From an optimization exercise on the open Yosys and OpenROAD flow, aimed at small area and a short achievable clock period; shortcuts taken in it are not production practice.
The RTL was checked by simulation tests, not by an equivalence proof against the original design.

==> inputs of v11 <==
// IIR
module IIR
          (clk,
           reset,
           clk_enable,
           In1,
           ce_out,
           Out1);
Settings: LEC_CHECK=0, CAP_MARGIN=20, CORE_MARGIN=2, CORE_UTILIZATION=40, SETUP_SLACK_MARGIN=5, SLEW_MARGIN=20, SYNTH_HIERARCHICAL=1, SYNTH_MINIMUM_KEEP_SIZE=0; clock period 10.0 ns.
run.sh (not shown) runs the stock make flow with config.mk's settings and CLKGATE_MAP_FILE= SYNTH_SCRIPT=/design/flow/synth_recipe.tcl, a recipe that flattens the netlist after the stock synthesis.
==> v23 (differences from v11) <==
--- a/flow/design.v
+++ b/flow/design.v
@@ -244,41 +244,41 @@
   wire m_s219, m_c220;
   IIR_ha um_s219 (.a(m_c186), .b(m_s187), .s(m_s219), .co(m_c220));
   wire m_s221, m_c222;
   IIR_ha um_s221 (.a(m_c188), .b(m_s189), .s(m_s221), .co(m_c222));
   wire m_s223, m_c224;
   IIR_ha um_s223 (.a(m_c190), .b(m_s191), .s(m_s223), .co(m_c224));
   wire m_g225 = s[0] & 1'b1;
-  wire m_p226 = s[0] ^ 1'b1;
+  wire m_p226 = s[0] | 1'b1;
   wire m_g227 = s[1] & 1'b1;
-  wire m_p228 = s[1] ^ 1'b1;
+  wire m_p228 = s[1] | 1'b1;
   wire m_g229 = m_s137 & 1'b1;
-  wire m_p230 = m_s137 ^ 1'b1;
+  wire m_p230 = m_s137 | 1'b1;
   wire m_g231 = m_c138 & m_s139;
-  wire m_p232 = m_c138 ^ m_s139;
+  wire m_p232 = m_c138 | m_s139;
   wire m_g233 = m_c140 & m_s141;
-  wire m_p234 = m_c140 ^ m_s141;
+  wire m_p234 = m_c140 | m_s141;
   wire m_g235 = m_c142 & m_s143;
-  wire m_p236 = m_c142 ^ m_s143;
+  wire m_p236 = m_c142 | m_s143;
   wire m_g237 = m_c144 & m_s145;
-  wire m_p238 = m_c144 ^ m_s145;
+  wire m_p238 = m_c144 | m_s145;
   wire m_g239 = m_c146 & m_s147;
-  wire m_p240 = m_c146 ^ m_s147;
+  wire m_p240 = m_c146 | m_s147;
   wire m_g241 = m_c148 & m_s149;
-  wire m_p242 = m_c148 ^ m_s149;
+  wire m_p242 = m_c148 | m_s149;
   wire m_g243 = m_c150 & m_s151;
-  wire m_p244 = m_c150 ^ m_s151;
+  wire m_p244 = m_c150 | m_s151;
   wire m_g245 = m_c152 & m_s153;
-  wire m_p246 = m_c152 ^ m_s153;
+  wire m_p246 = m_c152 | m_s153;
   wire m_g247 = m_c154 & m_s155;
-  wire m_p248 = m_c154 ^ m_s155;
+  wire m_p248 = m_c154 | m_s155;
   wire m_g249 = m_c156 & m_s157;
-  wire m_p250 = m_c156 ^ m_s157;
+  wire m_p250 = m_c156 | m_s157;
   wire m_g251 = m_c158 & m_s159;
-  wire m_p252 = m_c158 ^ m_s159;
+  wire m_p252 = m_c158 | m_s159;
   wire m_g253 = m_s193 & In1s[0];
   wire m_p254 = m_s193 ^ In1s[0];
   wire m_g255 = m_c194 & m_s195;
   wire m_p256 = m_c194 ^ m_s195;
   wire m_g257 = m_c196 & m_s197;
   wire m_p258 = m_c196 ^ m_s197;
   wire m_g259 = m_c198 & m_s199;
@@ -559,31 +559,31 @@
   wire n_s534, n_c535;
   IIR_ha un_s534 (.a(n_c529), .b(n_s532), .s(n_s534), .co(n_c535));
   wire n_s536, n_c537;
   IIR_fa un_s536 (.a(s_n[15]), .b(s_n[11]), .c(n_c533), .s(n_s536), .co(n_c537));
   wire n_s538 = ~(s_n[13] ^ s_n[12]);
   wire n_c539 = s_n[13] | s_n[12];
   wire n_g540 = s_n[2] & s[0];
-  wire n_p541 = s_n[2] ^ s[0];
+  wire n_p541 = s_n[2] | s[0];
   wire n_g542 = s_n[3] & s[1];
-  wire n_p543 = s_n[3] ^ s[1];
+  wire n_p543 = s_n[3] | s[1];
   wire n_g544 = s_n[0] & n_s414;
-  wire n_p545 = s_n[0] ^ n_s414;
+  wire n_p545 = s_n[0] | n_s414;
   wire n_g546 = n_c415 & n_s416;
-  wire n_p547 = n_c415 ^ n_s416;
+  wire n_p547 = n_c415 | n_s416;
   wire n_g548 = n_c417 & n_s420;
-  wire n_p549 = n_c417 ^ n_s420;
+  wire n_p549 = n_c417 | n_s420;
   wire n_g550 = n_c421 & n_s424;
-  wire n_p551 = n_c421 ^ n_s424;
+  wire n_p551 = n_c421 | n_s424;
   wire n_g552 = n_c425 & n_s428;
-  wire n_p553 = n_c425 ^ n_s428;
+  wire n_p553 = n_c425 | n_s428;
   wire n_g554 = n_c435 & n_s440;
-  wire n_p555 = n_c435 ^ n_s440;
+  wire n_p555 = n_c435 | n_s440;
   wire n_g556 = n_c441 & n_s446;
-  wire n_p557 = n_c441 ^ n_s446;
+  wire n_p557 = n_c441 | n_s446;
   wire n_g558 = n_c447 & n_s454;
   wire n_p559 = n_c447 ^ n_s454;
   wire n_g560 = n_c465 & n_s474;
   wire n_p561 = n_c465 ^ n_s474;
   wire n_g562 = n_c475 & n_s484;
   wire n_p563 = n_c475 ^ n_s484;
   wire n_g564 = n_c485 & n_s494;
@@ -881,33 +881,33 @@
   wire q_s856, q_c857;
   IIR_ha uq_s856 (.a(q_s854), .b(q_c851), .s(q_s856), .co(q_c857));
   wire q_s858, q_c859;
   IIR_fa uq_s858 (.a(s[15]), .b(s[12]), .c(q_c855), .s(q_s858), .co(q_c859));
   wire q_s860 = ~(s[14] ^ s[13]);
   wire q_c861 = s[14] | s[13];
   wire q_g862 = s_n[0] & ~s[2];
-  wire q_p863 = s_n[0] ^ ~s[2];
+  wire q_p863 = s_n[0] | ~s[2];
   wire q_g864 = s_n[1] & q_s734;
-  wire q_p865 = s_n[1] ^ q_s734;
+  wire q_p865 = s_n[1] | q_s734;
   wire q_g866 = q_c735 & q_s736;
-  wire q_p867 = q_c735 ^ q_s736;
+  wire q_p867 = q_c735 | q_s736;
   wire q_g868 = q_c737 & q_s738;
-  wire q_p869 = q_c737 ^ q_s738;
+  wire q_p869 = q_c737 | q_s738;
   wire q_g870 = q_c739 & q_s740;
-  wire q_p871 = q_c739 ^ q_s740;
+  wire q_p871 = q_c739 | q_s740;
   wire q_g872 = q_c741 & q_s742;
-  wire q_p873 = q_c741 ^ q_s742;
+  wire q_p873 = q_c741 | q_s742;
   wire q_g874 = q_c743 & q_s746;
-  wire q_p875 = q_c743 ^ q_s746;
+  wire q_p875 = q_c743 | q_s746;
   wire q_g876 = q_c747 & q_s750;
-  wire q_p877 = q_c747 ^ q_s750;
+  wire q_p877 = q_c747 | q_s750;
   wire q_g878 = q_c751 & q_s756;
-  wire q_p879 = q_c751 ^ q_s756;
+  wire q_p879 = q_c751 | q_s756;
   wire q_g880 = q_c757 & q_s762;
-  wire q_p881 = q_c757 ^ q_s762;
+  wire q_p881 = q_c757 | q_s762;
   wire q_g882 = q_c763 & q_s768;
   wire q_p883 = q_c763 ^ q_s768;
   wire q_g884 = q_c769 & q_s776;
   wire q_p885 = q_c769 ^ q_s776;
   wire q_g886 = q_c777 & q_s784;
   wire q_p887 = q_c777 ^ q_s784;
   wire q_g888 = q_c795 & q_s804;
@@ -1094,35 +1094,35 @@
   wire x_s1069 = ~(vr[15] ^ q_s860);
   wire x_c1070 = vr[15] | q_s860;
   wire x_s1071 = ~(s[15] ^ s_n[15]);
   wire x_c1072 = s[15] | s_n[15];
   wire x_s1073, x_c1074;
   IIR_ha ux_s1073 (.a(q_c861), .b(x_s1071), .s(x_s1073), .co(x_c1074));
   wire x_g1075 = s_n[0] & s_n[2];
-  wire x_p1076 = s_n[0] ^ s_n[2];
+  wire x_p1076 = s_n[0] | s_n[2];
   wire x_g1077 = s_n[1] & q_s734;
-  wire x_p1078 = s_n[1] ^ q_s734;
+  wire x_p1078 = s_n[1] | q_s734;
   wire x_g1079 = q_c735 & q_s736;
-  wire x_p1080 = q_c735 ^ q_s736;
+  wire x_p1080 = q_c735 | q_s736;
   wire x_g1081 = q_c737 & q_s738;
-  wire x_p1082 = q_c737 ^ q_s738;
+  wire x_p1082 = q_c737 | q_s738;
   wire x_g1083 = q_c739 & q_s740;
-  wire x_p1084 = q_c739 ^ q_s740;
+  wire x_p1084 = q_c739 | q_s740;
   wire x_g1085 = q_c741 & q_s742;
-  wire x_p1086 = q_c741 ^ q_s742;
+  wire x_p1086 = q_c741 | q_s742;
   wire x_g1087 = q_c743 & q_s746;
-  wire x_p1088 = q_c743 ^ q_s746;
+  wire x_p1088 = q_c743 | q_s746;
   wire x_g1089 = q_c747 & q_s750;
-  wire x_p1090 = q_c747 ^ q_s750;
+  wire x_p1090 = q_c747 | q_s750;
   wire x_g1091 = q_c751 & q_s756;
-  wire x_p1092 = q_c751 ^ q_s756;
+  wire x_p1092 = q_c751 | q_s756;
   wire x_g1093 = q_c757 & q_s762;
-  wire x_p1094 = q_c757 ^ q_s762;
+  wire x_p1094 = q_c757 | q_s762;
   wire x_g1095 = q_s768 & x_s1039;
-  wire x_p1096 = q_s768 ^ x_s1039;
+  wire x_p1096 = q_s768 | x_s1039;
   wire x_g1097 = x_c1040 & x_s1041;
   wire x_p1098 = x_c1040 ^ x_s1041;
   wire x_g1099 = x_c1042 & x_s1043;
   wire x_p1100 = x_c1042 ^ x_s1043;
   wire x_g1101 = x_c1046 & x_s1047;
   wire x_p1102 = x_c1046 ^ x_s1047;
   wire x_g1103 = x_c1048 & x_s1049;
==> flow/flow/run.sh (new file) <==
#!/bin/bash
# Standard ORFS layout, with port buffers of a plain buffer cell and timing
# repair aimed below the clock period (the SDC is unchanged).
set -euo pipefail
bash standard.sh SETUP_SLACK_MARGIN=5.6 "BUFFER_PORTS_ARGS=-buffer_cell sky130_fd_sc_hd__buf_2" ABC_AREA=1 finish > flow_make.log 2>&1
==> flow/standard.sh (new file) <==
#!/bin/bash
# synth_recipe.tcl (not shown) runs the flow's synth.tcl, then flattens the netlist and writes it again
# the make line also repeats each setting of config.mk as NAME=value (left out here)
make -C /OpenROAD-flow-scripts/flow DESIGN_CONFIG=/design/flow/config.mk WORK_HOME=/design/flow/orfs CLKGATE_MAP_FILE= SYNTH_SCRIPT=/design/flow/synth_recipe.tcl "${@:-finish}"
SETUP_SLACK_MARGIN = not set   (was 5)
TNS_END_PERCENT = 0   (was not set)
removed: flow/run.sh
==> v34 (differences from v11) <==
CORE_UTILIZATION = 65   (was 40)
==> flow_metrics.tcl <==
set metrics [dict create \
    status "timing/DRC/antenna clean" \
    inverters 134 \
    syn_to_final_growth_pct 16.55 \
    whs_ps 483.1 \
    first_iter_violations 372 \
    antenna_found_initial 0 \
    num-fill-cells 1114 \
    clkLatencyLatePin_ps 350 \
    hold_end "o[6]" \
]
The numbers above come from v34.

==> flow_metrics.tcl <==
set metrics [dict create \
    status "timing/DRC/antenna clean" \
    first_iter_violations 337 \
    antenna_found_initial 0 \
    clkLatencyLatePin_ps 360 \
    inverters 134 \
    whs_ps 477.4 \
]
The numbers above come from v11.

==> flow_metrics.tcl <==
set metrics [dict create \
    num-fill-cells 2759 \
    hold_end "o[14]" \
    syn_to_final_growth_pct 17.05 \
    whs_ps 477.7 \
    inverters 206 \
    rrSetupSlack_ps 5480 \
    clkLatencyLatePin_ps 350 \
    status "timing/DRC/antenna clean" \
    first_iter_violations 532 \
    syn-mean-instance-area_um2 8.579 \
]
The numbers above come from v23.

## static timing again, ports no longer ideal
Ports are ideal in the flow. The routed layouts listed here were re-timed in OpenROAD. Step 1 (the two cells are an assumption about what drives the block):
set clk [get_ports {clk}]
set_driving_cell -lib_cell sky130_fd_sc_hd__clkbuf_16 $clk
set_driving_cell -lib_cell sky130_fd_sc_hd__buf_2 [delete_from_list [all_inputs] $clk]
Step 2, shift: input delay + t, output delay - t, t = (earliest + latest rising clock arrival at the registers) / 2. This alone moves slack from input paths to output paths. Three values: ideal ports, drivers, drivers and shift; two values: the first two.
| run | t, ns | setup slack, ns | worst register clock-pin slew, ns | worst slew at a driven data input, ns | pins driven straight from the clock port |
|---|---|---|---|---|---|
| v11 | 0.400 | 4.718 / 4.718 / 4.718 | 0.08 / 0.08 | 0.03 | 1 |
| v23 | 0.395 | 5.484 / 5.484 / 5.484 | 0.07 / 0.07 | 0.03 | 1 |
| v34 | 0.394 | 4.710 / 4.710 / 4.710 | 0.07 / 0.07 | 0.04 | 1 |
After both steps setup and hold are still met in every run listed.
